What follows belongs to an exercise in optimizing a design on an open flow for small area, a short achievable clock period and few clock cycles; a production flow would make more cautious choices. Only simulation tests tie the RTL to the original design; equivalence was not proved. Power and IR drop assume default switching activity.

File: flow/run.sh
#!/bin/bash
# synth_recipe.tcl (not shown) runs the flow's synth.tcl, then flattens the netlist and writes it again
# the make line also repeats each setting of config.mk as NAME=value (left out here)
make -C /OpenROAD-flow-scripts/flow DESIGN_CONFIG=/design/flow/config.mk WORK_HOME=/design/flow/orfs CLKGATE_MAP_FILE= SYNTH_SCRIPT=/design/flow/synth_recipe.tcl finish
File: flow/config.mk
export PLATFORM = sky130hd
export DESIGN_NAME = accelerator
export DESIGN_NICKNAME = accelerator
export VERILOG_FILES = /design/flow/design.v
export SDC_FILE = /design/flow/constraint.sdc
export NUM_CORES = 4
export LEC_CHECK = 0
export ABC_CLOCK_PERIOD_IN_PS = 2500
export CAP_MARGIN = 20
export CORE_MARGIN = 2
export CORE_UTILIZATION = 40
export PLACE_DENSITY = 0.6
export SETUP_SLACK_MARGIN = 4.5
export SLEW_MARGIN = 20
File: flow/constraint.sdc
create_clock -name core_clock -period 7.5 [get_ports {clk}]
set_input_delay 1.5000 -clock core_clock [delete_from_list [all_inputs] [get_ports {clk}]]
set_output_delay 1.5000 -clock core_clock [all_outputs]
set_load 0.01 [all_outputs]
File: flow/design.v
module nn_ctr(
	input clk,
	input init,
	input step,
	output reg lay,         
	output reg bf,          
	output reg df,          
	output reg [1:0] r,     
	output reg [1:0] j,     
	output reg [5:0] k,     
	output reg [6:0] n,     
	output reg nl,          
	output reg fin,         
	output lay_last,        
	output all_last         
);
	wire wph = !bf && !df;
	wire k_last = lay ? (k == 6'd49) : (k == 6'd48);
	wire n_last = lay ? (n == 7'd99) : (n == 7'd49);
	assign lay_last = nl && n_last && !lay;
	assign all_last = nl && n_last && lay;
	always @(posedge clk) begin
		if (init) begin
			lay <= 1'b0; bf <= 1'b1; df <= 1'b0; r <= 2'd0; j <= 2'd0;
			k <= 6'd0; n <= 7'd0; nl <= 1'b0; fin <= 1'b0;
		end else if (step) begin
			r <= r + 2'd1;
			nl <= wph && (r == 2'd2) && (lay || j == 2'd3) && k_last;
			if (r == 2'd3) begin
				if (bf || df) begin
					bf <= 1'b0;
					df <= !df;
				end else if (lay || j == 2'd3) begin
					j <= 2'd0;
					if (k_last) begin
						k <= 6'd0;
						bf <= 1'b1;
						n <= n + 7'd1;
						if (n_last) begin
							if (!lay) lay <= 1'b1;
							else fin <= 1'b1;
						end
					end else begin
						k <= k + 6'd1;
						df <= 1'b1;
					end
				end else
					j <= j + 2'd1;
			end
		end
	end
endmodule
module accelerator(
input clk,
input reset_n,
output SDRAM_readn,
output SDRAM_writen,
output SDRAM_chipselect,
input SDRAM_waitrequest,
output [31:0] SDRAM_address,
output [1:0] SDRAM_byteenable,
input SDRAM_readdatavalid,
input [15:0] SDRAM_readdata,
output [15:0] SDRAM_writedata,
input start,
output done
);
assign SDRAM_chipselect = 1'b1;
assign SDRAM_byteenable = 2'b11;
localparam [16:0] B1_W = 17'd20000;
localparam [16:0] W1_W = 17'd20400;
localparam [16:0] Z1_W = 17'd71600;
localparam [16:0] Z2_W = 17'd91600;
localparam S_IDLE = 3'd0;
localparam S_RUN  = 3'd1;
localparam S_BAR  = 3'd2;
localparam S_END  = 3'd3;
localparam S_DONE = 3'd4;
reg [2:0] st;
reg done_r;
reg o_rd, o_wr;
reg [16:0] o_addr;
reg [3:0] o_wd;
assign SDRAM_readn = ~o_rd;
assign SDRAM_writen = ~o_wr;
assign SDRAM_address = {14'd0, o_addr, 1'b0};
assign SDRAM_writedata = {3'd0, o_wd[3], 3'd0, o_wd[2], 3'd0, o_wd[1], 3'd0, o_wd[0]};
assign done = done_r;
wire idle = (st == S_IDLE);
wire adv = !(o_rd || o_wr) || !SDRAM_waitrequest;
reg rv_q;
reg [15:0] rd_q;
always @(posedge clk) begin
	rv_q <= SDRAM_readdatavalid;
	rd_q <= SDRAM_readdata;
end
reg wpend;             
wire issue_wr = adv && wpend;
wire issue_rd = adv && !wpend && (st == S_RUN);
wire s_lay, s_bf, s_df, s_nl, s_fin;
wire [1:0] s_r, s_j;
wire [5:0] s_k;
wire [6:0] s_n;
wire s_lay_last, s_all_last;
nn_ctr u_sctr(.clk(clk), .init(idle), .step(issue_rd),
	.lay(s_lay), .bf(s_bf), .df(s_df), .r(s_r), .j(s_j), .k(s_k), .n(s_n), .nl(s_nl), .fin(s_fin),
	.lay_last(s_lay_last), .all_last(s_all_last));
wire p_lay, p_bf, p_df, p_nl, p_fin;
wire [1:0] p_r, p_j;
wire [5:0] p_k;
wire [6:0] p_n;
wire p_lay_last, p_all_last;
nn_ctr u_pctr(.clk(clk), .init(idle), .step(rv_q),
	.lay(p_lay), .bf(p_bf), .df(p_df), .r(p_r), .j(p_j), .k(p_k), .n(p_n), .nl(p_nl), .fin(p_fin),
	.lay_last(p_lay_last), .all_last(p_all_last));
reg [3:0] wi;          
reg w_lay;
reg [3:0] res [0:3];   
reg [16:0] a_base;
reg [8:0] a_off;
always @(*) begin
	if (wpend) begin
		if (!w_lay) begin
			a_base = Z1_W - 17'd1 + 17'd50 * wi[1:0];
			a_off = {2'd0, p_n};
		end else begin
			a_base = Z2_W - 17'd204 + 17'd200 * wi[3:2];
			a_off = {p_n, wi[1:0]};
		end
	end else if (s_bf) begin
		a_base = B1_W;
		a_off = {s_n, s_r};
	end else if (!s_lay) begin
		a_base = 17'd49 * s_r;
		a_off = {3'd0, s_k};
	end else begin
		a_base = Z1_W + 17'd50 * s_r;
		a_off = {3'd0, s_k};
	end
end
wire [16:0] a_sum = a_base + a_off;
wire s_isw = !s_bf && !s_df;
reg [16:0] s_w;        
reg [16:0] s_wstep;
always @(*) begin
	if (s_nl)
		s_wstep = 17'd1;
	else if (s_r != 2'd3)
		s_wstep = s_lay ? 17'd50 : 17'd196;
	else
		s_wstep = s_lay ? (17'd1 - 17'd150) : (17'd1 - 17'd588);
end
always @(posedge clk) begin
	if (idle)
		s_w <= W1_W;
	else if (issue_rd && s_isw)
		s_w <= s_w + s_wstep;
end
reg [15:0] img [0:3];
reg signed [14:0] acc0 [0:3];
reg signed [14:0] acc1 [0:3];
reg signed [14:0] acc2 [0:3];
reg signed [14:0] acc3 [0:3];
wire signed [14:0] bclamp = (rd_q[15:13] == 3'b000 || rd_q[15:13] == 3'b111) ? rd_q[14:0] :
                            (rd_q[15] ? 15'h6000 : 15'h1fff);
wire [3:0] zor = {|rd_q[15:12], |rd_q[11:8], |rd_q[7:4], |rd_q[3:0]};
function signed [5:0] wsum;
	input [15:0] w;
	input [3:0] m;
	reg signed [5:0] t0, t1, t2, t3;
	begin
		t0 = m[0] ? {{2{w[3]}},  w[3:0]}   : 6'sd0;
		t1 = m[1] ? {{2{w[7]}},  w[7:4]}   : 6'sd0;
		t2 = m[2] ? {{2{w[11]}}, w[11:8]}  : 6'sd0;
		t3 = m[3] ? {{2{w[15]}}, w[15:12]} : 6'sd0;
		wsum = (t0 + t1) + (t2 + t3);
	end
endfunction
reg q_v, q_b;
reg signed [14:0] q_bias;
reg signed [5:0] q_d [0:3];
reg e0, e1;     
integer i;
always @(posedge clk) begin
	q_v <= rv_q && !p_df;
	q_b <= p_bf;
	q_bias <= bclamp;
	for (i = 0; i < 4; i = i + 1)
		q_d[i] <= wsum(rd_q, img[i][3:0]);
	for (i = 0; i < 4; i = i + 1)
		if (rv_q && p_df && p_r == i)
			img[i] <= {rd_q[15:4], p_lay ? zor : rd_q[3:0]};
		else if (rv_q && !p_df && !p_bf && p_r == 2'd3)
			img[i] <= {rd_q[15:12], img[i][15:4]};
	if (q_v)
		for (i = 0; i < 4; i = i + 1) begin
			acc0[i] <= acc1[i];
			acc1[i] <= acc2[i];
			acc2[i] <= acc3[i];
			acc3[i] <= q_b ? q_bias : acc0[i] + q_d[i];
		end
	if (e1)
		for (i = 0; i < 4; i = i + 1)
			res[i] <= {~acc3[i][14], ~acc2[i][14], ~acc1[i][14], ~acc0[i][14]};
end
wire drained = !e0 && !e1 && !wpend && !o_wr;
wire w_last = w_lay ? (wi == 4'd15) : (wi[1:0] == 2'd3);
always @(posedge clk) begin
	if (!reset_n) begin
		st <= S_IDLE;
		done_r <= 1'b0;
		o_rd <= 1'b0;
		o_wr <= 1'b0;
		wpend <= 1'b0;
		e0 <= 1'b0;
		e1 <= 1'b0;
	end else begin
		e0 <= rv_q && p_nl && !idle;
		e1 <= e0;
		case (st)
		S_IDLE: if (start) st <= S_RUN;
		S_RUN:  if (issue_rd && s_lay_last) st <= S_BAR;
		        else if (issue_rd && s_all_last) st <= S_END;
		S_BAR:  if (p_lay && drained) st <= S_RUN;
		S_END:  if (p_fin && drained) begin st <= S_DONE; done_r <= 1'b1; end
		S_DONE: if (!start) begin st <= S_IDLE; done_r <= 1'b0; end
		default: st <= S_IDLE;
		endcase
		if (adv) begin
			o_wr <= wpend;
			o_rd <= !wpend && (st == S_RUN);
		end
		if (e1)
			wpend <= 1'b1;
		else if (issue_wr && w_last)
			wpend <= 1'b0;
	end
end
always @(posedge clk) begin
	if (adv) begin
		o_addr <= (!wpend && s_isw) ? s_w : a_sum;
		o_wd <= w_lay ? {3'd0, res[wi[3:2]][wi[1:0]]} : res[wi[1:0]];
	end
	if (idle) begin
		wi <= 4'd0;
		w_lay <= 1'b0;
	end else if (issue_wr) begin
		if (w_last) begin
			wi <= 4'd0;
			w_lay <= p_lay;
		end else
			wi <= wi + 4'd1;
	end
end
endmodule
==> run notes, run 1 <==
initial antenna violation count=0; Port Buffers=44; clk root buf=clkbuf_16; status=no timing/DRC/antenna violations; Clock Skew=0.01553 ns; ratio of final minimum period to clock period=39.33%; Reg area=12,930 µm²; die area=59,200 µm²; r2r startpoint=u_sctr.r[1]; H-tree lvl count=2; worst-path cell chain=clkdlybuf4s50_1; ANT cells=0; first-pass GRT wire length=75.83 mm; GPL Wtd Cong=0.8330; CTS tree=yes; Hold Crit Class=reg2reg; CP max stage cell=clkdlybuf4s50_1; total CTS buffers=50; R2R Setup Slk=4.57 ns; Worst Hold End=q_b; worst-path fanout max=1; cells after synthesis=1,950; Startpoint Class=flop; Sw Ratio=25.41%; Tmin final=2.950 ns; Post-Syn Area per Cell=11.75 µm²; 1st-pass router iterations=6; delay-heaviest family, CP=buffers and inverters; hpwl dp=32.07 mm; DRT Wirelength=48.12 mm; total of max-cap violations=0; Crit Reg-Reg Endpoint=s_w[16]; Area after DPL=23,990 µm²; Area growth syn-to-layout=15.62%; sequential power share=45.9%; num rows=87; Lkg Pwr=10.24 nW; Synth Flop Type=edfxtp_1; Mapped Area=22,910 µm²; via/cell ratio=5.146; cells on worst reg2reg path=12; top post-synthesis cells by area=edfxtp_1 (45%), dfxtp_1 (12%), ha_1 (7.2%); IO Pins=75; die height=243.3 µm; clock sinks=473; Total Routing Usage GR=15.95%; relative slew slack=38.56%; Buf+Inv Stages, Crit Path=1; WS Path Type=reg2out; sw power=1.680 mW; Multi-input gate area=9414 µm²; Crit path arrival time=1.45 ns; Fill cells=5,095; worst hold margin=0.4063 ns; nets@finish=2,229; Total Neg Setup Slack=0 ns; worst ir drop on vdd=0.0001541 V; initial detailed-routing violation count=1,076; Crit. End Element=output port; Finished Cell Area=26,490 µm²; Critical Path RT=6.00 ns; wire per inst=16.99 µm; worst hold start=u_pctr.bf; Worst path max stage delay=0.53 ns; Post-synth EDFFs=341; most frequent cells in the layout=edfxtp_1 (341), nand2_1 (164), nor2_1 (154), ha_1 (123), o21ai_0 (116); number of global-route vias before repair=13,940; Ys Warns=9; commonest non-fill, non-tap cell in the layout=edfxtp_1; largest net degree at the start of global routing=89; RSZ-0062 raised after global routing=true; setup violators final=0; Synth area leader=edfxtp_1; sequential element share of the synthesized area=56.23%; die width=243.3 µm; hold-critical path depth=0; P per Cell Area=249.6 nW/µm²; drc violations=0; post-synth cell types=75; fraction of layout cells with a size suffix above 1=12.81%; maximum root-to-sink buffer count=3; Slew @ Worst Pin=0.9203 ns; area share of the largest cell type after synthesis=44.70%; Antenna Nets Post-Route=0; Clock transition at path regs=0.06 ns; Initial Util=40.55%; clock latency (worst-skew pair)=0.60 ns; Slew Limit Fails=0; Vias=14,570; Post-synth ARST share=0%; register bit total from synthesis=473; internal power=4.932 mW; Core ar.=56,500 µm²; Final Hold Fails=0; Peak Freq=339.0 MHz; total gr overflow=0; CP startpoint=o_wd[2]; Logic pwr share=13.4%; Clk pwr share=40.7%
[layer usage]
layer | GRT usage (%) | wire length, µm | vias to the layer above | share of wire [%]
met4 | 5.991 | 1375 | 0 | 2.9
met1 | 21.65 | 21970 | 7071 | 46
met2 | 25.90 | 22790 | 319 | 47
met5 | 0 | 0 | - | 0
li1 | - | - | 7096 | -
met3 | 2.324 | 1984 | 88 | 4.1
[sequential cells by signal, summed over array words and instances, names as in the netlist, 7 cells and up]
signal    cells
acc0         60
res          16
acc3         60
q_d          24
u_sctr.n      7
rd_q         16
acc1         60
o_addr       17
acc2         60
img          64
u_pctr.n      7
q_bias       15
s_w          17
[worst max-delay path by stage]
| stage | endpoint | slack, ns | cells past startpoint |
|---|---|---|---|
| 6_report | SDRAM_writedata[8] | 4.55 | 1 |
| 5_1_grt | o_addr[11] | 4.41 | 14 |
| 4_1_cts | st[0] | 4.41 | 9 |
| 3_5_place_dp | u_sctr.n[5] | 3.05 | 9 |
| 3_3_place_gp | u_sctr.n[6] | 3.11 | 9 |
| 2_1_floorplan | o_addr[11] | 4.53 | 15 |
[metrics by stage]
stage	utilization (%)	setup slack [ns]	power [mW]	cells
after floorplan	-	4.531	3.738	1978
after global placement	42.46	3.115	3.945	2690
after detailed placement	42.47	3.053	3.968	2691
after CTS	46.13	4.409	6.676	2803
after global routing	46.89	4.410	6.902	2832
final	46.89	4.550	6.612	2832
[area by class of cell]
cell class / instances / area share (%)
flip-flops and latches: 473 / 48.83
multi-input cells: 1289 / 35.54
clock buffers: 63 / 5.262
well taps: 756 / 3.571
repair buffers: 99 / 3.410
inverters: 121 / 1.790
clock inverters: 31 / 1.597
[cell families (layout without fill, tap and decap cells)]
| logic type | Yosys count | after routing | synth area share, % |
|---|---|---|---|
| and+or+nand+nor | 507 | 508 | 10.58 |
| other | 2 | 30 | 0.03278 |
| adders and majority gates | 174 | 174 | 10.88 |
| AOI/OAI and AO/OA | 416 | 416 | 11.38 |
| xor gates and xnor gates | 110 | 110 | 4.205 |
| buffers and inverters | 217 | 314 | 4.145 |
| DFF | 473 | 473 | 56.23 |
| muxes | 51 | 51 | 2.551 |
[repair_timing]
action	in CTS	in global routing
endpoints found under the setup margin	62	34
buffers inserted	17	28
endpoints found under the hold margin	0	0
hold buffers	0	0
pin swaps	5	20
cloned	1	0
gates resized for setup	55	51
[worst register-to-register path: cells and delay by family, from the launching register on]
kind / cells / cell delay [ns]
buf+inv: 2 / 0.33
flops: 1 / 0.40
xor+xnor: 1 / 0.24
compound gates: 4 / 0.68
fa+ha+maj: 3 / 0.78
simple gates: 2 / 0.41
[power groups by stage]
| stage | sequential [mW] | clock (mW) | combinational [mW] |
|---|---|---|---|
| 2_1_floorplan | 3.06 | 0 | 0.673 |
| 3_3_place_gp | 3.09 | 0 | 0.850 |
| 3_5_place_dp | 3.10 | 0 | 0.867 |
| 4_1_cts | 3.05 | 2.76 | 0.876 |
| 5_1_grt | 3.05 | 2.86 | 0.996 |
| 6_report | 3.03 | 2.69 | 0.887 |
[synthesized netlist by cell type (16+ instances only)]
cell type,number
edfxtp_1,341
nand2_1,164
nor2_1,159
dfxtp_1,132
ha_1,132
o21ai_0,121
inv_1,118
a21oi_1,110
xor2_1,58
clkbuf_1,54
xnor2_1,52
fa_1,42
mux2_2,36
and2_1,34
buf_4,31
o21a_1,31
a21o_1,27
nor2b_1,24
nand3_1,18
a211oi_1,17
o211ai_1,17
nor3_1,16
Testbench counts, summed over its fixed seeds: cycles 376,314.
==> inputs of run 2 (changes only) <==
--- a/flow/config.mk
+++ b/flow/config.mk
@@ -10,5 +10,5 @@
 export CORE_MARGIN = 2
 export CORE_UTILIZATION = 40
 export PLACE_DENSITY = 0.6
-export SETUP_SLACK_MARGIN = 4.5
+export SETUP_SLACK_MARGIN = 5.0
 export SLEW_MARGIN = 20
==> run 2 against run 1 <==
Synthesized cell count is the same. First-iteration DRC count shrank 10%. Combinational power grew 13%. Hold slack lost 0.0052 ns. Design area grew 3.2%. Largest cell class unchanged.
==> run notes, run 2 <==
sequential element share of the synthesized area=56.23%; Critical Path RT=7.99 ns; Total Neg Setup Slack=0 ns; RSZ-0062 raised after global routing=true; drc violations=0; setup violators final=0; CTS tree=yes; initial detailed-routing violation count=965; post-placement setup slack=3.384 ns; maximum root-to-sink buffer count=3; Initial Util=40.55%; clock sinks=473; Synth Flop Type=edfxtp_1; Port Buffers=44; Buf+Inv Stages, Crit Path=1; GPL Wtd Cong=0.8506; Post-Syn Area per Cell=11.75 µm²; first-pass GRT wire length=79.59 mm; M3 GR Usage=2.589%; worst hold margin=0.4011 ns; Mapped Area=22,910 µm²; commonest non-fill, non-tap cell in the layout=edfxtp_1; Antenna Nets Post-Route=0; Core ar.=56,500 µm²; Worst path max stage delay=0.36 ns; worst-path fanout max=7; clock latency (worst-skew pair)=0.61 ns; total of max-cap violations=0; nets@finish=2,281; CP max stage cell=dfxtp_4; Tmin final=2.887 ns; Crit. End Element=flop; initial antenna violation count=0; largest net degree at the start of global routing=69; Peak Freq=346.3 MHz; Vias=14,900; cells after synthesis=1,950; Crit path arrival time=3.38 ns; die width=243.3 µm; IO Pins=75; most frequent cells in the layout=edfxtp_1 (341), nand2_1 (157), nor2_1 (150), o21ai_0 (108), dfxtp_1 (101); wire per inst=17.62 µm; Final Hold Fails=0; Largest register FFs=64; hpwl dp=32.44 mm; die height=243.3 µm; CTS hold repair buffers=0; Slew Limit Fails=0; fraction of layout cells with a size suffix above 1=22.48%; WS Path Type=reg2reg; relative slew slack=42.43%; register bit total from synthesis=473; Ys Warns=9; Finished Cell Area=27,350 µm²; synth cell count leaders=edfxtp_1 (341), nand2_1 (164), nor2_1 (159), dfxtp_1 (132), ha_1 (132); Area after DPL=24,240 µm²; Post-synth ARST share=0%; 1st-pass router iterations=7; via/cell ratio=5.171; Hold Crit Class=reg2reg; Slew @ Worst Pin=0.8624 ns; ratio of final minimum period to clock period=38.50%; Lkg Pwr=10.44 nW; num rows=87; P per Cell Area=235.5 nW/µm²; Synth area leader=edfxtp_1; GR Layer Usage met2=27.57%; Startpoint Class=flop; area share of the largest cell type after synthesis=44.70%; delay-heaviest family, CP=compound AO/OA/AOI/OAI gates; top post-synthesis cells by area=edfxtp_1 (45%), dfxtp_1 (12%), ha_1 (7.2%); post-synth cell types=75; H-tree lvl count=2; Clock Skew=0.02789 ns; GR Layer Usage met1=22.80%; worst ir drop on vdd=0.0001789 V; final worst slack=4.613 ns; number of global-route vias before repair=14,670; count leader, synth=edfxtp_1; Largest Register=img; Area growth syn-to-layout=19.38%; DRT Wirelength=50.78 mm; crit-path most repeated cell=ha_4; status=no timing/DRC/antenna violations; Total Routing Usage GR=16.90%; Fill cells=4,989; total CTS buffers=50; GR peak layer=met2; Post-synth EDFFs=341; total gr overflow=0; worst-path cell chain=ha_4, or2_4, ha_4, fa_2, a211o_1, a31oi_2, o211ai_1, a221oi_2, xor2_1, buf_4, o31ai_1; Clock transition at path regs=0.06 ns; clk root buf=clkbuf_16; die area=59,200 µm²; ANT cells=0
run 2: cell counts after synthesis:
No cell type changed its count.
run 2: per-layer routing:
layer	vias up	part of all wire, %
li1	7199	-
met1	7268	45
met2	334	47
met3	103	4.5
met4	0	3.2
met5	-	0
run 2: worst paths after layout:
path | from | to | slack, ns | cells past startpoint
worst min register to register | u_pctr.bf | q_b | 0.40 | 0
worst max-delay path | u_sctr.r[1] | s_w[16] | 4.61 | 11
worst min-delay path | u_pctr.bf | q_b | 0.40 | 0
worst max register to register | u_sctr.r[1] | s_w[16] | 4.61 | 11
run 2: stage by stage:
stage               power, mW  util [%]  instances
detailed placement      3.980     42.90       2693
global placement        3.958     42.90       2693
floorplan               3.745         -       1978
finish                  6.441     48.41       2882
CTS                     6.450     47.20       2853
global route            6.737     48.41       2882
run 2: layout make-up:
class / count / area, µm² / area share (%)
inverters: 121 / 478.0 / 1.748
clock buffers: 74 / 1423 / 5.202
repair buffers: 151 / 1279 / 4.676
flip-flops and latches: 473 / 12970 / 47.44
multi-input cells: 1289 / 10090 / 36.88
clock inverters: 18 / 162.7 / 0.5947
well taps: 756 / 945.9 / 3.459
run 2: timing repair:
action                                 in CTS  in global routing
cloned                                      2                  0
resized for setup                         216                101
endpoints found under the hold margin       0                  0
setup endpoints to repair                 185                228
pin swaps                                  85                 85
setup buffers                              66                 29
run 2: cells by family (layout without fill, tap and decap cells):
| logic type | after synthesis | in the layout | share of synthesized area, % |
|---|---|---|---|
| mux | 51 | 51 | 2.551 |
| flops | 473 | 473 | 56.23 |
| other cells | 2 | 30 | 0.03278 |
| buf+inv | 217 | 364 | 4.145 |
| xor+xnor | 110 | 110 | 4.205 |
| fa+ha+maj | 174 | 174 | 10.88 |
| compound gates | 416 | 416 | 11.38 |
| simple gates | 507 | 508 | 10.58 |
run 2: report_power, final:
group	switching, mW	internal, mW	leakage (nW)
sequential	0.0956	2.95	4.40
clock	1.04	1.36	0.785
combinational	0.564	0.438	5.25
total	1.70	4.74	10.4
run 2: worst register-to-register path: cells and delay by family, from the launching register on:
family | cells | cell delay (ns)
AOI/OAI and AO/OA | 5 | 1.08
buffers and inverters | 1 | 0.15
adders and majority gates | 3 | 0.70
DFF | 1 | 0.36
and+or+nand+nor | 1 | 0.25
xor gates and xnor gates | 1 | 0.25
==> inputs of run 3 (changes only) <==
--- a/flow/config.mk
+++ b/flow/config.mk
@@ -10,5 +10,5 @@
 export CORE_MARGIN = 2
 export CORE_UTILIZATION = 40
 export PLACE_DENSITY = 0.6
-export SETUP_SLACK_MARGIN = 5.0
+export SETUP_SLACK_MARGIN = 4.8
 export SLEW_MARGIN = 20
==> run 3 against run 2 <==
Flip-flop and latch count is the same. Wire length shrank 2.7%. Area after synthesis is the same. Sequential power hardly changed. Non-clock buffer count is 9 lower. Global-route usage is 0.26 points lower. Synthesized cell count stayed put. Largest power group unchanged.
==> run notes, run 3 <==
status=no timing/DRC/antenna violations; setup violators final=0; relative slew slack=44.57%; num rows=87; Vias=14,730; initial antenna violation count=0; cells after synthesis=1,950; most frequent cells in the layout=edfxtp_1 (341), nand2_1 (164), nor2_1 (151), o21ai_0 (115), ha_1 (107); WS Path Type=reg2reg; synth cell count leaders=edfxtp_1 (341), nand2_1 (164), nor2_1 (159), dfxtp_1 (132), ha_1 (132); count leader, synth=edfxtp_1; Initial Util=40.55%; total power=6.513 mW; Clock transition at path regs=0.06 ns; Port Buffers=44; Antenna Nets Post-Route=0; fraction of layout cells with a size suffix above 1=20.13%; Post-synth ARST share=0%; CP startpoint=u_sctr.r[0]; Ys Warns=9; worst-path cell chain=ha_4, clkinvlp_4, ha_4, nor2b_4, ha_4, o21a_1, o21ai_1, nand2b_1, a31oi_4, o21ai_2, or4b_1, o311ai_1; Lkg Pwr=10.44 nW; CP max stage cell=or4b_1; Non-Filler Instances=2,877; Tmin final=2.836 ns; total of max-cap violations=0; crit-path most repeated cell=ha_4; ratio of final minimum period to clock period=37.81%; total gr overflow=0; Final Hold Fails=0; Worst path max stage delay=0.47 ns; Synth area leader=edfxtp_1; Post-synth EDFFs=341; register bit total from synthesis=473; clock sinks=473; worst ir drop on vdd=0.0002620 V; Critical Path RT=8.01 ns; largest net degree at the start of global routing=88; dpl cells=2,694; Total Neg Setup Slack=0 ns; die height=243.3 µm; CTS hold repair buffers=0; area share of the largest cell type after synthesis=44.70%; GPL Wtd Cong=0.8634; Startpoint Class=flop; Crit. End Element=flop; P per Cell Area=240.3 nW/µm²; Slew @ Worst Pin=0.8314 ns; post-synth cell types=75; Buf+Inv Stages, Crit Path=1; Crit path arrival time=3.35 ns; Reg area=12,950 µm²; CTS tree=yes; Post-Syn Area per Cell=11.75 µm²; Area growth syn-to-layout=18.29%; commonest non-fill, non-tap cell in the layout=edfxtp_1; delay-heaviest family, CP=simple AND/OR/NAND/NOR gates; Peak Freq=352.6 MHz; Core ar.=56,500 µm²; R2R Setup Slk=4.66 ns; 1st-pass router iterations=6; Clock Skew=0.03955 ns; die width=243.3 µm; cells on worst reg2reg path=12; Largest Register=img; die area=59,200 µm²; clock latency (worst-skew pair)=0.61 ns; ANT cells=0; IO Pins=75; Hold Crit Class=reg2reg; via/cell ratio=5.120; worst-path fanout max=4; clk root buf=clkbuf_16; Synth Flop Type=edfxtp_1; hpwl dp=32.34 mm; utilization after layout=47.97%; Slew Limit Fails=0; number of global-route vias before repair=14,730; drc violations=0; Critical Path Stages=12; Crit Reg-Reg Endpoint=s_w[15]; RSZ-0062 raised after global routing=true; maximum root-to-sink buffer count=3; Setup crit end=s_w[15]; initial detailed-routing violation count=1,128; Fill cells=5,006; Multi-input gate area=9809 µm²; DRT Wirelength=49.40 mm; r2r startpoint=u_sctr.r[0]; Total Routing Usage GR=16.65%; Mapped Area=22,910 µm²; sequential element share of the synthesized area=56.23%; H-tree lvl count=2; top post-synthesis cells by area=edfxtp_1 (45%), dfxtp_1 (12%), ha_1 (7.2%); wire per inst=17.17 µm; total CTS buffers=51; nets@finish=2,273; first-pass GRT wire length=79.20 mm; Largest register FFs=64
run 3: logic make-up (layout without fill, tap and decap cells):
kind of cell / Yosys count / count (layout) / share of synthesized area (%)
AOI/OAI and AO/OA: 416 / 416 / 11.38
xor gates and xnor gates: 110 / 110 / 4.205
adders and majority gates: 174 / 174 / 10.88
buffers and inverters: 217 / 359 / 4.145
DFF: 473 / 473 / 56.23
muxes: 51 / 51 / 2.551
other: 2 / 30 / 0.03278
and+or+nand+nor: 507 / 508 / 10.58
run 3: what timing repair did:
item | CTS | global route
cloned | 3 | 0
setup buffers | 64 | 19
pin swaps | 66 | 65
gates resized for setup | 188 | 79
setup endpoints to repair | 90 | 51
run 3: cell type report:
type	count	share of cell area [%]
Tap cell	756	3.491
Inverter	121	1.755
Multi-Input combinational cell	1289	36.20
Clock inverter	27	1.127
Timing Repair Buffer	142	4.400
Sequential cell	473	47.81
Clock buffer	69	5.222
run 3: worst min path at each step:
stage                         start  endpoint  slack (ns)  cells past startpoint
after floorplan           u_pctr.bf       q_b        0.37                      0
after global placement    u_pctr.bf       q_b        0.38                      0
after detailed placement  u_pctr.bf       q_b        0.39                      0
after CTS                 u_pctr.bf       q_b        0.39                      0
after global routing      u_pctr.bf       q_b        0.41                      0
final                     u_pctr.bf       q_b        0.39                      0
run 3: power by group:
| group | total [mW] | switching [mW] | internal (mW) |
|---|---|---|---|
| registers | 3.04 | 0.0923 | 2.94 |
| clock network | 2.54 | 1.06 | 1.48 |
| logic | 0.941 | 0.536 | 0.405 |
| total | 6.51 | 1.68 | 4.83 |
run 3: metrics by stage:
step                      setup slack [ns]  hold WS [ns]  area, µm²
after CTS                            4.640        0.3934      26570
after floorplan                      4.621        0.3697      23170
final                                4.664        0.3947      27100
after detailed placement             3.379        0.3888      24110
after global routing                 4.501        0.4062      27100
after global placement               3.434        0.3757      24110
run 3: routing by layer:
layer | GRT usage [%] | share of wire, %
met1 | 22.59 | 47
met2 | 27.46 | 47
met5 | 0 | 0
met3 | 2.269 | 3.5
met4 | 5.666 | 2.5
==> inputs of run 4 (changes only) <==
--- a/flow/config.mk
+++ b/flow/config.mk
@@ -9,6 +9,9 @@
 export CAP_MARGIN = 20
 export CORE_MARGIN = 2
 export CORE_UTILIZATION = 40
+export CTS_BUF_LIST = sky130_fd_sc_hd__clkbuf_16 sky130_fd_sc_hd__clkbuf_8
+export CTS_CLUSTER_DIAMETER = 80
+export CTS_CLUSTER_SIZE = 24
 export PLACE_DENSITY = 0.6
 export SETUP_SLACK_MARGIN = 4.8
 export SLEW_MARGIN = 20
==> run 4 against run 3 <==
Design area decreased by 2.2%. Clock skew decreased by 0.011 ns. Via count decreased by 0.17%. Still clean. Register-to-register slack got worse by 0.02 ns. Power decreased by 15%. Highest routed layer unchanged.
==> run notes, run 4 <==
num rows=87; Largest Register=img; dpl cells=2,694; synth cell count leaders=edfxtp_1 (341), nand2_1 (164), nor2_1 (159), dfxtp_1 (132), ha_1 (132); post-placement setup slack=3.379 ns; number of global-route vias before repair=14,540; Area growth syn-to-layout=15.68%; maximum root-to-sink buffer count=3; Critical Path RT=8.02 ns; register bit total from synthesis=473; Non-Filler Instances=2,849; Synth area leader=edfxtp_1; CTS hold repair buffers=0; area share of the largest cell type after synthesis=44.70%; Vias=14,710; Slew @ Worst Pin=0.8355 ns; RSZ-0062 raised after global routing=true; Crit. End Element=flop; Synth Flop Type=edfxtp_1; worst hold margin=0.3993 ns; post-synth cell types=75; worst ir drop on vdd=0.0002018 V; Post-synth EDFFs=341; utilization after layout=46.91%; Mapped Area=22,910 µm²; Ys Warns=9; 1st-pass router iterations=6; GR Layer Usage met1=22.84%; wire per inst=17.47 µm; Total Routing Usage GR=16.52%; M3 GR Usage=2.038%; Clock Skew=0.02818 ns; Largest register FFs=64; clock latency (worst-skew pair)=0.59 ns; die area=59,200 µm²; Slew Limit Fails=0; cells after synthesis=1,950; via/cell ratio=5.161; ratio of final minimum period to clock period=38.08%; fraction of layout cells with a size suffix above 1=19.59%; worst-path fanout max=2; Crit path arrival time=3.37 ns; first-pass GRT wire length=79.16 mm; Peak Freq=350.2 MHz; total power=5.564 mW; Final Hold Fails=0; Hold Crit Class=reg2reg; WS Path Type=reg2reg; initial detailed-routing violation count=1,088; Clock transition at path regs=0.09 ns; CTS tree=yes; IO Pins=75; P per Cell Area=210.0 nW/µm²; total of max-cap violations=0; relative slew slack=44.30%; Lkg Pwr=10.16 nW; Initial Util=40.55%; Total Neg Setup Slack=0 ns; Startpoint Class=flop; final worst slack=4.644 ns; die width=243.3 µm; GR Layer Usage met2=27.48%; DRT Wirelength=49.78 mm; H-tree lvl count=1; sequential element share of the synthesized area=56.23%; most frequent cells in the layout=edfxtp_1 (341), nand2_1 (164), nor2_1 (149), inv_1 (111), o21ai_0 (109); Antenna Nets Post-Route=0; largest net degree at the start of global routing=88; nets@finish=2,267; status=no timing/DRC/antenna violations; GPL Wtd Cong=0.8634; GR peak layer=met2; commonest non-fill, non-tap cell in the layout=edfxtp_1; count leader, synth=edfxtp_1; Finished Cell Area=26,500 µm²; total CTS buffers=27; Area after DPL=24,110 µm²; die height=243.3 µm; setup violators final=0; ANT cells=0; top post-synthesis cells by area=edfxtp_1 (45%), dfxtp_1 (12%), ha_1 (7.2%); total gr overflow=0; Tmin final=2.856 ns; drc violations=0; Post-Syn Area per Cell=11.75 µm²; initial antenna violation count=0; Port Buffers=44; Core ar.=56,500 µm²; Post-synth ARST share=0%; clk root buf=clkbuf_16; clock sinks=473; hpwl dp=32.34 mm
-- run 4: cell counts after synthesis --
No cell type changed its count.
-- run 4: metal layers --
layer  share of wire (%)  wire (µm)  vias up
li1                    -          -     7150
met1                  46      22990     7216
met2                  48      23850      265
met3                 3.4       1702       74
met4                 2.5       1246        0
met5                   0          0        -
-- run 4: repair_timing --
item                                    CTS  global route
endpoints found under the setup margin   89            63
resized for setup                       184           105
pin swaps                                71            84
gates cloned                              3             0
setup buffers                            77            24
-- run 4: layout make-up --
cell class              count  area, µm²
clock buffers              27      675.6
clock inverters            23      168.9
fillers                  5063      29990
inverters                 121      484.2
multi-input cells        1289       9920
flip-flops and latches    473      12950
well taps                 756      945.9
repair buffers            160       1353
-- run 4: power by group --
part           switching (mW)  internal, mW
registers              0.0919          2.94
logic                   0.540         0.407
clock network           0.901         0.687
-- run 4: final timing paths --
path,cells after the start,startpoint,to,slack (ns)
worst max register to register,10,img[1][2],q_d[1][5],4.64
worst min register to register,0,u_pctr.bf,q_b,0.40
worst min-delay path,0,u_pctr.bf,q_b,0.40
worst max-delay path,10,img[1][2],q_d[1][5],4.64
-- run 4: kinds of logic (layout without fill, tap and decap cells) --
logic type,count (synthesis),count (layout),share of synthesized area [%]
compound gates,416,416,11.38
xor+xnor,110,110,4.205
fa+ha+maj,174,174,10.88
buf+inv,217,331,4.145
flops,473,473,56.23
mux,51,51,2.551
other cells,2,30,0.03278
simple gates,507,508,10.58
-- run 4: critical path: stages, from the launching register on --
cell and delay [ns]:
edfxtp_1 0.46, and2_4 0.20, fa_1 0.55, inv_2 0.04, fa_1 0.48, inv_1 0.06, ha_2 0.18, fa_2 0.34
a21o_1 0.18, a21oi_2 0.16, xnor2_2 0.13
==> inputs of run 5 (changes only) <==
--- a/flow/config.mk
+++ b/flow/config.mk
@@ -9,9 +9,9 @@
 export CAP_MARGIN = 20
 export CORE_MARGIN = 2
 export CORE_UTILIZATION = 40
-export CTS_BUF_LIST = sky130_fd_sc_hd__clkbuf_16 sky130_fd_sc_hd__clkbuf_8
-export CTS_CLUSTER_DIAMETER = 80
-export CTS_CLUSTER_SIZE = 24
+export CTS_BUF_LIST = sky130_fd_sc_hd__clkbuf_8
+export CTS_CLUSTER_DIAMETER = 60
+export CTS_CLUSTER_SIZE = 16
 export PLACE_DENSITY = 0.6
 export SETUP_SLACK_MARGIN = 4.8
 export SLEW_MARGIN = 20
==> run 5 against run 4 <==
Cell count is 0.63% higher. Setup slack gained 0.012 ns. Sequential share of layout area grew 0.23 points. Clock skew up 0.014 ns. Critical path depth rose by 2. Via count up 0.33%. Non-clock buffer count down 7. Count of clock-buffer cells in the layout rose by 14. Largest cell class unchanged. Largest power group unchanged. Highest routed layer unchanged.
==> run notes, run 5 <==
initial antenna violation count=1; ratio of final minimum period to clock period=37.92%; Total Neg Setup Slack=0 ns; GPL Wtd Cong=0.8634; Area growth syn-to-layout=15.16%; sequential power share=54.5%; nets@finish=2,274; Post-synth ARST share=0%; Hold Crit Class=reg2reg; total CTS buffers=41; num rows=87; M3 GR Usage=2.269%; final worst slack=4.656 ns; GR peak layer=met2; Crit. End Element=flop; Finished Cell Area=26,380 µm²; Logic pwr share=17.0%; Non-Filler Instances=2,867; worst-path fanout max=4; GR Layer Usage met1=22.67%; R2R Setup Slk=4.66 ns; count leader, synth=edfxtp_1; most frequent cells in the layout=edfxtp_1 (341), nand2_1 (164), nor2_1 (149), inv_1 (114), o21ai_0 (114); area share of the largest cell type after synthesis=44.70%; Critical Path RT=8.05 ns; clk root buf=clkbuf_8; Slew Limit Fails=0; Core ar.=56,500 µm²; fraction of layout cells with a size suffix above 1=19.86%; post-synth cell types=75; clock latency (worst-skew pair)=0.64 ns; hpwl dp=32.34 mm; Port Buffers=44; Tmin final=2.844 ns; Ys Warns=9; dpl cells=2,694; Startpoint Class=flop; total gr overflow=0; relative slew slack=44.46%; Largest register FFs=64; cells after synthesis=1,950; Fill cells=5,066; RSZ-0062 raised after global routing=true; die area=59,200 µm²; clock sinks=473; status=no timing/DRC/antenna violations; Clk pwr share=28.5%; utilization after layout=46.70%; worst ir drop on vdd=0.0001666 V; P per Cell Area=210.7 nW/µm²; Clock Skew=0.04173 ns; Largest Register=img; register bit total from synthesis=473; sequential element share of the synthesized area=56.23%; Post-synth EDFFs=341; IO Pins=75; Antenna Nets Post-Route=0; Crit path arrival time=3.39 ns; Initial Util=40.55%; drc violations=0; via/cell ratio=5.146; worst hold margin=0.4025 ns; wire per inst=17.40 µm; Sw Ratio=27.64%; top post-synthesis cells by area=edfxtp_1 (45%), dfxtp_1 (12%), ha_1 (7.2%); internal power=4.023 mW; Clock transition at path regs=0.10 ns; DRT Wirelength=49.88 mm; Area after DPL=24,110 µm²; H-tree lvl count=2; largest net degree at the start of global routing=88; maximum root-to-sink buffer count=3; GR Layer Usage met2=27.66%; Mapped Area=22,910 µm²; die height=243.3 µm; CTS tree=yes; CTS hold repair buffers=0; Slew @ Worst Pin=0.8331 ns; commonest non-fill, non-tap cell in the layout=edfxtp_1; total power=5.559 mW; synth cell count leaders=edfxtp_1 (341), nand2_1 (164), nor2_1 (159), dfxtp_1 (132), ha_1 (132); Synth Flop Type=edfxtp_1; Vias=14,750; number of global-route vias before repair=14,680; 1st-pass router iterations=9; Final Hold Fails=0; initial detailed-routing violation count=1,280; Lkg Pwr=10.14 nW; Peak Freq=351.6 MHz; Post-Syn Area per Cell=11.75 µm²; die width=243.3 µm; Synth area leader=edfxtp_1; first-pass GRT wire length=79.55 mm; post-placement setup slack=3.379 ns; Total Routing Usage GR=16.73%; WS Path Type=reg2reg; setup violators final=0; sw power=1.537 mW; total of max-cap violations=0
[run 5: cell count changes in the layout (fill, tap and decap cells not counted), sizes merged, moves of 2 or more]
cell | before | now
clkbuf | 32 | 41
clkdlybuf4s15 | 2 | 0
inv | 131 | 135
clkinvlp | 3 | 6
bufinv | 0 | 4
[run 5: worst max-delay path: stages, from the launching register on]
cell        delay, ns
dfxtp_4          0.38
ha_4             0.18
clkinvlp_4       0.20
ha_4             0.32
nor2b_4          0.16
ha_4             0.22
o21a_1           0.18
o21ai_1          0.11
nand2b_1         0.13
a31oi_4          0.23
o21ai_2          0.09
or4b_1           0.47
o311ai_1         0.08
[run 5: area by class of cell]
type / instances / area [µm²] / share of cell area [%]
clock buffer: 41 / 564.3 / 2.139
inverter: 121 / 485.5 / 1.840
antenna: 1 / 2.502 / 0.009485
tap: 756 / 945.9 / 3.585
sequential: 473 / 12960 / 49.11
timing repair buffer: 153 / 1279 / 4.847
multi-input combinational: 1289 / 9857 / 37.36
clock inverter: 33 / 291.5 / 1.105
[run 5: repair_timing]
item / CTS / global route
pin swaps: 79 / 76
endpoints found under the setup margin: 90 / 55
gates resized for setup: 207 / 74
gates cloned: 3 / 0
buffers inserted: 73 / 21
[run 5: routing by layer]
metal | routed length, µm | vias up
met1 | 22840 | 7184
met4 | 1498 | 0
met3 | 1999 | 102
met2 | 23540 | 298
met5 | 0 | -
li1 | - | 7169
[run 5: power groups by stage]
stage	clock network [mW]	registers (mW)	logic, mW
2_1_floorplan	0	3.06	0.677
6_report	1.58	3.03	0.945
4_1_cts	1.65	3.03	0.914
3_5_place_dp	0	3.09	0.880
3_3_place_gp	0	3.09	0.864
5_1_grt	1.73	3.05	1.06
[run 5: logic make-up (layout without fill, tap and decap cells)]
kind of cell	count (synthesis)	in the layout	synth area share, %
compound gates	416	416	11.38
mux	51	51	2.551
buf+inv	217	348	4.145
flops	473	473	56.23
fa+ha+maj	174	174	10.88
simple gates	507	508	10.58
other cells	2	31	0.03278
xor+xnor	110	110	4.205
[run 5: path summary, 6_finish.rpt]
| check | end | start | depth (start not counted) |
|---|---|---|---|
| worst max-delay path | s_w[15] | u_sctr.r[1] | 12 |
| worst min-delay path | q_b | u_pctr.bf | 0 |
| worst max register to register | s_w[15] | u_sctr.r[1] | 12 |
| worst min register to register | q_b | u_pctr.bf | 0 |
==> inputs of run 6 (changes only) <==
--- a/flow/config.mk
+++ b/flow/config.mk
@@ -5,6 +5,7 @@
 export SDC_FILE = /design/flow/constraint.sdc
 export NUM_CORES = 4
 export LEC_CHECK = 0
+export ABC_AREA = 1
 export ABC_CLOCK_PERIOD_IN_PS = 2500
 export CAP_MARGIN = 20
 export CORE_MARGIN = 2
@@ -13,5 +14,5 @@
 export CTS_CLUSTER_DIAMETER = 60
 export CTS_CLUSTER_SIZE = 16
 export PLACE_DENSITY = 0.6
-export SETUP_SLACK_MARGIN = 4.8
+export SETUP_SLACK_MARGIN = 5.0
 export SLEW_MARGIN = 20
==> run 6 against run 5 <==
Register-to-register slack better by 0.12 ns. Flip-flop and latch count stayed put. Fmax is 3.7% higher. Die area is 1.2% higher. Via count is 13% higher. Design area is 2.4% higher. Synthesized cell count is 18% higher. Critical endpoint is now SDRAM_address[10]. Still clean. Sequential share of layout area is 1.2 points lower. Count of clock-buffer cells in the layout is 4 higher. Critical path depth is 11 lower.
==> run notes, run 6 <==
total of max-cap violations=0; Synth area leader=edfxtp_1; Hold Crit Class=reg2reg; setup violators final=0; Crit Reg-Reg Endpoint=q_d[2][5]; Buf+Inv Stages, Crit Path=1; cells after synthesis=2,293; Critical Path RT=6.00 ns; Setup crit end=SDRAM_address[10]; Post-synth ARST share=0%; GPL Wtd Cong=0.9028; CTS tree=yes; Clk pwr share=27.7%; synth cell count leaders=nand2_1 (446), edfxtp_1 (341), inv_1 (285), o21ai_0 (191), a21oi_1 (172); Crit. End Element=output port; Synth Flop Type=edfxtp_1; num rows=88; Ys Warns=9; r2r startpoint=img[2][0]; sequential element share of the synthesized area=55.57%; wire per inst=17.20 µm; initial detailed-routing violation count=1,426; clock sinks=473; register bit total from synthesis=473; Tmin final=2.741 ns; Crit path arrival time=1.24 ns; Area growth syn-to-layout=16.56%; Largest register FFs=64; hpwl dp=36.97 mm; WS Path Type=reg2out; cells on worst reg2reg path=11; Peak Freq=364.8 MHz; largest net degree at the start of global routing=182; drc violations=0; Antenna Nets Post-Route=0; 1st-pass router iterations=6; H-tree lvl count=2; Post-Syn Area per Cell=10.11 µm²; CP max stage cell=edfxtp_1; first-pass GRT wire length=86.08 mm; Critical Path Stages=1; area share of the largest cell type after synthesis=44.17%; clock latency (worst-skew pair)=0.65 ns; Startpoint Class=flop; Largest Register=img; delay-heaviest family, CP=flip-flops; utilization after layout=47.02%; Logic pwr share=18.4%; Sw Ratio=29.77%; Core ar.=57,480 µm²; die area=59,900 µm²; worst ir drop on vdd=0.0001771 V; Post-synth EDFFs=341; maximum root-to-sink buffer count=3; Slew @ Worst Pin=1.007 ns; CP startpoint=o_addr[9]; Total Routing Usage GR=18.11%; internal power=3.983 mW; RSZ-0062 raised after global routing=true; initial antenna violation count=1; die height=244.7 µm; most frequent cells in the layout=nand2_1 (414), edfxtp_1 (341), inv_1 (262), o21ai_0 (175), a21oi_1 (154); post-synth cell types=56; Port Buffers=44; Worst path max stage delay=0.43 ns; worst-path fanout max=1; sequential power share=53.9%; Initial Util=40.34%; Clock transition at path regs=0.09 ns; status=no timing/DRC/antenna violations; Clock Skew=0.04080 ns; relative slew slack=32.89%; total gr overflow=0; clk root buf=clkbuf_8; dpl cells=3,068; via/cell ratio=5.153; DRT Wirelength=55.53 mm; Mapped Area=23,180 µm²; Non-Filler Instances=3,228; P per Cell Area=209.9 nW/µm²; ratio of final minimum period to clock period=36.55%; nets@finish=2,624; Slew Limit Fails=0; Lkg Pwr=11.02 nW; worst-path cell chain=buf_2; number of global-route vias before repair=16,010; R2R Setup Slk=4.78 ns; top post-synthesis cells by area=edfxtp_1 (44%), dfxtp_1 (11%), nand2_1 (7.2%); sw power=1.689 mW; count leader, synth=nand2_1; die width=244.7 µm; Total Neg Setup Slack=0 ns; commonest non-fill, non-tap cell in the layout=nand2_1; Vias=16,640; IO Pins=75; fraction of layout cells with a size suffix above 1=17.10%; total CTS buffers=41; Final Hold Fails=0
run 6: cell types whose count changed in the layout (fill, tap and decap cells not counted), moves of 28 or more:
cell and change:
nand2_1 +250, inv_1 +148, nand3_1 +91, o21ai_0 +61, a21oi_1 +58, mux2_2 -33
nor2_1 -33, xnor2_1 -33, o21a_1 -28
run 6: worst min path at each step:
stage	slack [ns]	endpoint	depth (start not counted)	from
6_report	0.38	q_b	0	u_pctr.bf
5_1_grt	0.39	acc2[3][3]	0	acc3[3][3]
3_5_place_dp	0.37	q_b	0	u_pctr.bf
3_3_place_gp	0.36	q_b	0	u_pctr.bf
4_1_cts	0.39	q_b	0	u_pctr.bf
2_1_floorplan	0.35	q_b	0	u_pctr.bf
run 6: power by group through the flow:
| stage | registers [mW] | logic (mW) | clock network [mW] |
|---|---|---|---|
| final | 3.05 | 1.04 | 1.57 |
| after global routing | 3.07 | 1.17 | 1.72 |
| after CTS | 3.06 | 1.00 | 1.62 |
| after detailed placement | 3.12 | 0.970 | 0 |
| after global placement | 3.11 | 0.961 | 0 |
| after floorplan | 3.09 | 0.721 | 0 |
run 6: per-layer routing:
metal / wire, µm / track usage (%)
met5: 0 / 0
met4: 1321 / 5.811
met3: 2745 / 2.471
met2: 26570 / 30.34
met1: 24890 / 24.31
run 6: what timing repair did:
item                                    4_1_cts  5_1_grt
hold buffers                                  0        0
pin swaps                                    70       85
cloned                                        1        0
endpoints found under the setup margin      120      150
buffers inserted                             49       33
gates resized for setup                     249      147
run 6: area by class of cell:
cell class,instances,area [µm²]
clock inverter,31,235.2
multi-input combinational,1489,10020
sequential,473,12940
timing repair buffer,130,1057
fill,5337,30450
tap,765,957.2
timing repair inverter,1,5.005
clock buffer,45,619.3
antenna,1,2.502
inverter,293,1182
run 6: through the flow:
step / power, mW / setup WS [ns] / hold WS [ns] / instance area [µm²]
after floorplan: 3.810 / 4.566 / 0.3510 / 23390
after global placement: 4.073 / 3.377 / 0.3621 / 24440
after detailed placement: 4.087 / 3.307 / 0.3712 / 24450
after CTS: 5.685 / 4.701 / 0.3865 / 26100
after global routing: 5.963 / 4.708 / 0.3948 / 27020
final: 5.671 / 4.759 / 0.3824 / 27020
run 6: logic make-up (layout without fill, tap and decap cells):
logic type / Yosys count / count (layout) / synth area share [%]
buf+inv: 359 / 500 / 6.422
fa+ha+maj: 174 / 174 / 10.75
other cells: 2 / 31 / 0.03239
compound gates: 455 / 455 / 10.84
mux: 4 / 4 / 0.1889
flops: 473 / 473 / 55.57
xor+xnor: 54 / 54 / 2.040
simple gates: 772 / 772 / 14.16
==> inputs of run 7 (changes only) <==
--- a/flow/config.mk
+++ b/flow/config.mk
@@ -14,5 +14,5 @@
 export CTS_CLUSTER_DIAMETER = 60
 export CTS_CLUSTER_SIZE = 16
 export PLACE_DENSITY = 0.6
-export SETUP_SLACK_MARGIN = 5.0
+export SETUP_SLACK_MARGIN = 4.8
 export SLEW_MARGIN = 20
==> run 7 against run 6 <==
Wire length down 1.2%. Combinational power hardly changed. Clock power is essentially flat. Clock skew is 0.021 ns higher. Non-clock buffer count down 26. Global-route usage shrank 0.15 points. Hold slack gained 0.0029 ns. Sequential share of layout area increased by 1.4 points. Highest routed layer unchanged.
==> run notes, run 7 <==
IO Pins=75; initial detailed-routing violation count=1,286; worst-path cell chain=buf_2; Synth Flop Type=edfxtp_1; Synth Area in XOR/XNOR=2.040%; number of global-route vias before repair=15,750; Post-synth ARST share=0%; Vias=16,430; via/cell ratio=5.122; wire per inst=17.11 µm; fraction of layout cells with a size suffix above 1=12.87%; H-tree lvl count=2; Clock Skew=0.06186 ns; Post-Syn Area per Cell=10.11 µm²; clk root buf=clkbuf_8; Initial Util=40.34%; Slew Limit Fails=0; Tmin final=2.770 ns; DRT Wirelength=54.86 mm; most frequent cells in the layout=nand2_1 (429), edfxtp_1 (341), inv_1 (277), o21ai_0 (178), a21oi_1 (167); Synth area leader=edfxtp_1; initial antenna violation count=1; register bit total from synthesis=473; hpwl dp=37.58 mm; Total Neg Setup Slack=0 ns; Lkg Pwr=10.82 nW; Ys Warns=9; status=no timing/DRC/antenna violations; ratio of final minimum period to clock period=36.94%; simple-gate share of the synthesized area=14.16%; num rows=88; Core ar.=57,480 µm²; total CTS buffers=43; Largest register FFs=64; Fill cells=5,440; GPL Wtd Cong=0.8895; Compound-Gate Fraction of Synth Area=10.84%; Crit path arrival time=1.27 ns; area share of the largest cell type after synthesis=44.17%; worst hold margin=0.3853 ns; die width=244.7 µm; Buf+Inv Stages, Crit Path=1; clock latency (worst-skew pair)=0.66 ns; Area growth syn-to-layout=13.16%; nets@finish=2,600; mux contribution to synthesized area=0.1889%; die height=244.7 µm; cells after synthesis=2,293; CP max stage cell=edfxtp_1; delay-heaviest family, CP=flip-flops; CTS hold repair buffers=0; post-synth cell types=56; commonest non-fill, non-tap cell in the layout=nand2_1; combinational family with the most area after synthesis=simple AND/OR/NAND/NOR gates; Post-Synth Adder-Cell Area=10.75%; sequential element share of the synthesized area=55.57%; die area=59,900 µm²; Hold Crit Class=reg2reg; Port Buffers=44; worst ir drop on vdd=0.0001544 V; worst-path fanout max=1; Startpoint Class=flop; Total Routing Usage GR=17.96%; Post-synth EDFFs=341; Worst path max stage delay=0.44 ns; total of max-cap violations=0; Critical Path RT=6.00 ns; first-pass GRT wire length=85.06 mm; largest net degree at the start of global routing=72; Clock transition at path regs=0.11 ns; WS Path Type=reg2out; Crit. End Element=output port; Peak Freq=361.0 MHz; count leader, synth=nand2_1; P per Cell Area=216.0 nW/µm²; synth cell count leaders=nand2_1 (446), edfxtp_1 (341), inv_1 (285), o21ai_0 (191), a21oi_1 (172); drc violations=0; Mapped Area=23,180 µm²; RSZ-0062 raised after global routing=true; maximum root-to-sink buffer count=3; CTS tree=yes; Final Hold Fails=0; Antenna Nets Post-Route=0; setup violators final=0; total gr overflow=0; Slew @ Worst Pin=0.8890 ns; top post-synthesis cells by area=edfxtp_1 (44%), dfxtp_1 (11%), nand2_1 (7.2%); Largest Register=img; relative slew slack=40.73%; clock sinks=473; 1st-pass router iterations=6
## run 7: cell families after synthesis
kind of cell / count (synthesis)
multiplexers: 4
other: 2
adder cells (fa/ha/maj): 174
XOR/XNOR: 54
AND/OR/NAND/NOR: 772
flip-flops: 473
buffers and inverters: 359
AO/OA/AOI/OAI: 455
## run 7: layout make-up
type	count	area, µm²	share of cell area (%)
Antenna cell	2	5.005	0.01908
Clock buffer	46	633.1	2.413
Clock inverter	34	262.8	1.002
Inverter	293	1154	4.397
Multi-Input combinational cell	1489	9459	36.05
Sequential cell	473	12930	49.29
Tap cell	765	957.2	3.648
Timing Repair Buffer	104	828.3	3.157
Timing Repair inverter	1	5.005	0.01908
## run 7: routing by layer
| layer | vias to the layer above | GRT usage, % | wire, µm |
|---|---|---|---|
| met4 | 0 | 6.313 | 1553 |
| met3 | 90 | 2.220 | 2459 |
| li1 | 8004 | - | - |
| met5 | - | 0 | 0 |
| met2 | 404 | 29.05 | 25700 |
| met1 | 7927 | 24.92 | 25140 |
## run 7: what timing repair did
item / 4_1_cts / 5_1_grt
setup buffers: 28 / 26
pin swaps: 25 / 47
hold endpoints to repair: 0 / 0
gates cloned: 1 / 0
gates resized for setup: 171 / 102
endpoints found under the setup margin: 84 / 54
## run 7: metrics by stage
step           total power, mW  utilization, %  worst slack [ns]  std cells  cell area [µm²]
6_report                 5.667           45.65             4.730       3207            26240
5_1_grt                  5.970           45.65             4.665       3207            26240
3_3_place_gp             4.072           42.48             3.385       3070            24410
3_5_place_dp             4.086           42.48             3.336       3070            24410
4_1_cts                  5.705           44.55             4.669       3179            25600
2_1_floorplan            3.807               -             4.566       2321            23350
## run 7: final timing paths
path | startpoint | to | slack [ns] | cells past startpoint
max | o_addr[14] | SDRAM_address[15] | 4.73 | 1
min | u_pctr.bf | q_b | 0.39 | 0
max reg2reg | img[2][0] | q_d[2][5] | 4.78 | 9
min reg2reg | u_pctr.bf | q_b | 0.39 | 0
## run 7: where the power goes
part	internal [mW]	switching (mW)	total [mW]
Clock	0.645	0.960	1.60
Sequential	2.95	0.100	3.05
Combinational	0.359	0.650	1.01
Total	3.96	1.71	5.67
==> inputs of run 8 (changes only) <==
--- a/flow/config.mk
+++ b/flow/config.mk
@@ -9,10 +9,10 @@
 export ABC_CLOCK_PERIOD_IN_PS = 2500
 export CAP_MARGIN = 20
 export CORE_MARGIN = 2
-export CORE_UTILIZATION = 40
+export CORE_UTILIZATION = 75
 export CTS_BUF_LIST = sky130_fd_sc_hd__clkbuf_8
 export CTS_CLUSTER_DIAMETER = 60
 export CTS_CLUSTER_SIZE = 16
-export PLACE_DENSITY = 0.6
+export PLACE_DENSITY = 0.88
 export SETUP_SLACK_MARGIN = 4.8
 export SLEW_MARGIN = 20
==> run 8 against run 7 <==
Clock power down 5%. Utilization up 39 points. Design area down 1.8%. Critical path depth up 7. Wire length up 8.3%. Hold slack better by 0.0029 ns. Die area down 46%. Synthesized cell count unchanged. Sequential share of layout area up 0.90 points. Fmax down 4.6%. Non-clock buffer count up 2. Setup slack worse by 0.13 ns. Largest cell class unchanged.
==> run notes, run 8 <==
die area=32,330 µm²; CTS hold repair buffers=0; Mapped Area=23,180 µm²; count leader, synth=nand2_1; IO Pins=75; Synth Area in XOR/XNOR=2.040%; area share of the largest cell type after synthesis=44.17%; setup violators final=0; delay-heaviest family, CP=adder cells; num rows=64; nets@finish=2,598; worst ir drop on vdd=0.0002963 V; synth cell count leaders=nand2_1 (446), edfxtp_1 (341), inv_1 (285), o21ai_0 (191), a21oi_1 (172); commonest non-fill, non-tap cell in the layout=nand2_1; Crit Reg-Reg Endpoint=q_d[3][5]; total of max-cap violations=0; H-tree lvl count=2; Lkg Pwr=10.74 nW; Port Buffers=44; DRT Wirelength=59.43 mm; Post-synth ARST share=0%; largest net degree at the start of global routing=194; maximum root-to-sink buffer count=3; Initial Util=75.99%; Total Routing Usage GR=34.39%; Peak Freq=344.2 MHz; Non-Filler Instances=2,829; initial detailed-routing violation count=2,330; total CTS buffers=39; simple-gate share of the synthesized area=14.16%; top post-synthesis cells by area=edfxtp_1 (44%), dfxtp_1 (11%), nand2_1 (7.2%); Compound-Gate Fraction of Synth Area=10.84%; Core ar.=30,510 µm²; hpwl dp=37.09 mm; Tmin final=2.905 ns; Crit path arrival time=3.37 ns; initial antenna violation count=0; RSZ-0062 raised after global routing=true; total power=5.669 mW; ANT cells=0; P per Cell Area=220.1 nW/µm²; Crit. End Element=flop; Ys Warns=9; clock latency (worst-skew pair)=0.61 ns; Post-synth EDFFs=341; Area growth syn-to-layout=11.10%; ratio of final minimum period to clock period=38.73%; register bit total from synthesis=473; Largest Register=img; Slew Limit Fails=0; GPL Wtd Cong=0.9094; worst-path cell chain=nand2_1, inv_1, fa_1, inv_1, fa_2, fa_2, o21ai_2, xor2_2; Final Hold Fails=0; post-synth cell types=56; dpl cells=2,698; Critical Path RT=7.97 ns; Post-Syn Area per Cell=10.11 µm²; r2r startpoint=rd_q[6]; clock sinks=473; total gr overflow=0; clk root buf=clkbuf_8; Clock Skew=0.05684 ns; status=no timing/DRC/antenna violations; relative slew slack=25.21%; Antenna Nets Post-Route=0; hold-critical path depth=0; Hold Crit Class=reg2reg; Synth area leader=edfxtp_1; Startpoint Class=flop; R2R Setup Slk=4.59 ns; Clock transition at path regs=0.09 ns; WS Path Type=reg2reg; Largest register FFs=64; drc violations=0; most frequent cells in the layout=nand2_1 (429), edfxtp_1 (341), inv_1 (272), o21ai_0 (183), a21oi_1 (165); Slew @ Worst Pin=1.122 ns; Worst Hold End=q_b; cells after synthesis=2,293; die width=179.8 µm; mux contribution to synthesized area=0.1889%; worst hold start=u_pctr.bf; worst-path fanout max=5; via/cell ratio=6.352; sequential element share of the synthesized area=55.57%; Vias=17,970; combinational family with the most area after synthesis=simple AND/OR/NAND/NOR gates; number of global-route vias before repair=17,210; first-pass GRT wire length=88.44 mm; cells on worst reg2reg path=8; Synth Flop Type=edfxtp_1; 1st-pass router iterations=6; Buf+Inv Stages, Crit Path=2; die height=179.8 µm; fraction of layout cells with a size suffix above 1=12.78%; wire per inst=21.01 µm; Total Neg Setup Slack=0 ns; CP max stage cell=dfxtp_1; Post-Synth Adder-Cell Area=10.75%; Worst path max stage delay=0.59 ns; CTS tree=yes
run 8: cell families after synthesis:
group / Yosys count
AO/OA/AOI/OAI: 455
XOR/XNOR: 54
adder cells (fa/ha/maj): 174
buffers and inverters: 359
flip-flops: 473
multiplexers: 4
other: 2
AND/OR/NAND/NOR: 772
run 8: metal layers:
layer	vias up	part of all wire, %	GRT usage (%)
li1	8002	-	-
met2	1266	47	54.93
met4	0	4.9	14.93
met1	8416	37	47.31
met5	-	0	0
met3	286	11	5.632
run 8: worst register-to-register path, stage by stage (launching register included):
cell,delay [ns]
dfxtp_1,0.59
nand2_1,0.12
inv_1,0.11
fa_1,0.43
inv_1,0.12
fa_2,0.49
fa_2,0.43
o21ai_2,0.23
xor2_2,0.25
run 8: power by group:
group	internal [mW]	total, mW	switching (mW)
Combinational	0.379	1.09	0.711
Clock	0.632	1.52	0.887
Sequential	2.95	3.06	0.105
Total	3.97	5.67	1.70
run 8: how the worst max path moves through the flow:
stage,endpoint,cells after the start,slack [ns],startpoint
3_5_place_dp,s_w[15],10,3.49,SDRAM_waitrequest
3_3_place_gp,s_w[15],10,3.52,SDRAM_waitrequest
4_1_cts,q_d[1][3],10,4.68,img[1][2]
5_1_grt,q_d[3][5],11,4.55,rd_q[9]
2_1_floorplan,u_sctr.n[3],12,4.57,SDRAM_waitrequest
6_report,q_d[3][5],8,4.59,rd_q[6]
run 8: repair_timing:
action | 4_1_cts | 5_1_grt
pin swaps | 34 | 51
setup endpoints to repair | 98 | 62
cloned | 1 | 0
resized for setup | 150 | 107
setup buffers | 37 | 22
run 8: final cells by class:
type	count	area, µm²
Clock inverter	30	237.7
Multi-Input combinational cell	1489	9548
Clock buffer	41	564.3
Timing Repair inverter	1	5.005
Inverter	293	1141
Timing Repair Buffer	106	838.3
Sequential cell	473	12930
Tap cell	396	495.5
Fill cell	1557	4752
run 8: stage by stage:
| stage | util [%] | hold slack (ns) | worst slack, ns | cell area [µm²] |
|---|---|---|---|---|
| floorplan | - | 0.3510 | 4.566 | 23350 |
| global placement | 78.48 | 0.3610 | 3.516 | 23940 |
| detailed placement | 78.48 | 0.3651 | 3.485 | 23940 |
| CTS | 82.76 | 0.3813 | 4.679 | 25250 |
| global route | 84.42 | 0.3847 | 4.553 | 25760 |
| finish | 84.42 | 0.3882 | 4.595 | 25760 |
==> inputs of run 9 (changes only) <==
--- a/flow/config.mk
+++ b/flow/config.mk
@@ -9,10 +9,10 @@
 export ABC_CLOCK_PERIOD_IN_PS = 2500
 export CAP_MARGIN = 20
 export CORE_MARGIN = 2
-export CORE_UTILIZATION = 75
+export CORE_UTILIZATION = 60
 export CTS_BUF_LIST = sky130_fd_sc_hd__clkbuf_8
 export CTS_CLUSTER_DIAMETER = 60
 export CTS_CLUSTER_SIZE = 16
-export PLACE_DENSITY = 0.88
+export PLACE_DENSITY = 0.75
 export SETUP_SLACK_MARGIN = 4.8
 export SLEW_MARGIN = 20
==> run 9 against run 8 <==
Still clean. Count of clock-buffer cells in the layout shrank 2. Setup slack gained 0.18 ns. Non-clock buffer count unchanged. Fmax rose by 6.6%. Wire length fell by 13%. Utilization down 17 points. Flip-flop and latch count stayed put. First-iteration DRC count decreased by 46%. Hold slack about the same.
==> run notes, run 9 <==
status=no timing/DRC/antenna violations; Logic pwr share=18.2%; Peak Freq=366.9 MHz; top post-synthesis cells by area=edfxtp_1 (44%), dfxtp_1 (11%), nand2_1 (7.2%); P per Cell Area=218.2 nW/µm²; first-pass GRT wire length=81.88 mm; largest net degree at the start of global routing=186; cells after synthesis=2,293; Clk pwr share=27.8%; total gr overflow=0; Slew Limit Fails=0; Synth Flop Type=edfxtp_1; Multi-input gate area=9443 µm²; GPL Wtd Cong=0.9024; WS Path Type=reg2out; sw power=1.619 mW; Critical Path RT=6.00 ns; Hold Crit Class=reg2reg; Area growth syn-to-layout=11.45%; H-tree lvl count=2; Sw Ratio=28.71%; Largest Register=img; Vias=16,630; internal power=4.019 mW; Synth area leader=edfxtp_1; num rows=72; number of global-route vias before repair=15,850; worst-path fanout max=1; total of max-cap violations=0; hpwl dp=35.98 mm; Ys Warns=9; post-synth cell types=56; Worst path max stage delay=0.44 ns; Post-synth EDFFs=341; Crit path arrival time=1.23 ns; register bit total from synthesis=473; CTS hold repair buffers=0; delay-heaviest family, CP=flip-flops; worst ir drop on vdd=0.0001954 V; post-placement setup slack=3.494 ns; DRT Wirelength=51.92 mm; die width=200.6 µm; worst hold margin=0.3877 ns; Total Neg Setup Slack=0 ns; clk root buf=clkbuf_8; Lkg Pwr=10.78 nW; Clock Skew=0.02768 ns; 1st-pass router iterations=5; Clock transition at path regs=0.10 ns; commonest non-fill, non-tap cell in the layout=nand2_1; maximum root-to-sink buffer count=3; Initial Util=60.41%; drc violations=0; clock latency (worst-skew pair)=0.64 ns; fraction of layout cells with a size suffix above 1=12.42%; Total Routing Usage GR=25.54%; IO Pins=75; setup violators final=0; Antenna Nets Post-Route=0; ratio of final minimum period to clock period=36.34%; CTS tree=yes; Slew @ Worst Pin=0.9361 ns; Post-synth ARST share=0%; clock sinks=473; count leader, synth=nand2_1; Mapped Area=23,180 µm²; Largest register FFs=64; Final Hold Fails=0; initial antenna violation count=0; area share of the largest cell type after synthesis=44.17%; synth cell count leaders=nand2_1 (446), edfxtp_1 (341), inv_1 (285), o21ai_0 (191), a21oi_1 (172); worst-path cell chain=buf_2; nets@finish=2,597; Startpoint Class=flop; Post-Syn Area per Cell=10.11 µm²; initial detailed-routing violation count=1,257; Buf+Inv Stages, Crit Path=1; Crit. End Element=output port; Fill cells=3,015; RSZ-0062 raised after global routing=true; die height=200.6 µm; final worst slack=4.775 ns; Core ar.=38,380 µm²; relative slew slack=37.59%; Tmin final=2.725 ns; total CTS buffers=38; sequential element share of the synthesized area=55.57%; Port Buffers=44; most frequent cells in the layout=nand2_1 (429), edfxtp_1 (341), inv_1 (276), o21ai_0 (179), a21oi_1 (164); wire per inst=17.59 µm; Reg area=12,920 µm²; CP max stage cell=edfxtp_1; die area=40,230 µm²; via/cell ratio=5.635; sequential power share=54.1%
-- run 9: cell counts after synthesis --
Identical to the previous run, type by type.
-- run 9: metal layers --
layer / track usage (%) / routed length, µm / part of all wire, % / vias up
li1: - / - / - / 7989
met1: 35.47 / 22400 / 43 / 7956
met2: 41.53 / 24720 / 48 / 576
met3: 3.442 / 3204 / 6.2 / 109
met4: 9.312 / 1589 / 3.1 / 0
met5: 0 / 0 / 0 / -
-- run 9: worst paths after layout --
| check | slack [ns] | cells after the start | from | to |
|---|---|---|---|---|
| max | 4.77 | 1 | o_addr[0] | SDRAM_address[1] |
| min | 0.39 | 0 | u_pctr.bf | q_b |
| max reg2reg | 4.82 | 11 | img[2][1] | q_d[2][5] |
| min reg2reg | 0.39 | 0 | u_pctr.bf | q_b |
-- run 9: per-stage QoR --
stage	total power, mW	area (µm²)	util [%]	instances
after global routing	5.911	25830	67.32	2950
after detailed placement	4.080	24100	62.81	2821
final	5.638	25840	67.33	2951
after CTS	5.640	25230	65.75	2922
after global placement	4.055	24100	62.81	2821
after floorplan	3.807	23350	-	2321
-- run 9: layout make-up --
class | count | share of cell area, %
Timing Repair Buffer | 106 | 3.186
Inverter | 293 | 4.460
Multi-Input combinational cell | 1489 | 36.55
Clock inverter | 31 | 1.177
Sequential cell | 473 | 50.01
Timing Repair inverter | 1 | 0.01937
Antenna cell | 1 | 0.009685
Tap cell | 518 | 2.508
Clock buffer | 39 | 2.077
-- run 9: kinds of logic after synthesis --
| logic type | synth area share, % |
|---|---|
| other | 0.03239 |
| buffers and inverters | 6.422 |
| adder cells (fa/ha/maj) | 10.75 |
| multiplexers | 0.1889 |
| AND/OR/NAND/NOR | 14.16 |
| XOR/XNOR | 2.040 |
| AO/OA/AOI/OAI | 10.84 |
| flip-flops | 55.57 |
-- run 9: power groups by stage --
stage | Clock (mW) | Combinational, mW | Sequential [mW]
final | 1.57 | 1.02 | 3.05
after global routing | 1.70 | 1.15 | 3.06
after CTS | 1.61 | 0.987 | 3.05
after detailed placement | 0 | 0.972 | 3.11
after global placement | 0 | 0.953 | 3.10
after floorplan | 0 | 0.719 | 3.09
-- run 9: what timing repair did --
action / in CTS / in global routing
pin swaps: 22 / 69
setup endpoints to repair: 85 / 48
setup buffers: 30 / 27
cloned: 1 / 0
gates resized for setup: 161 / 107
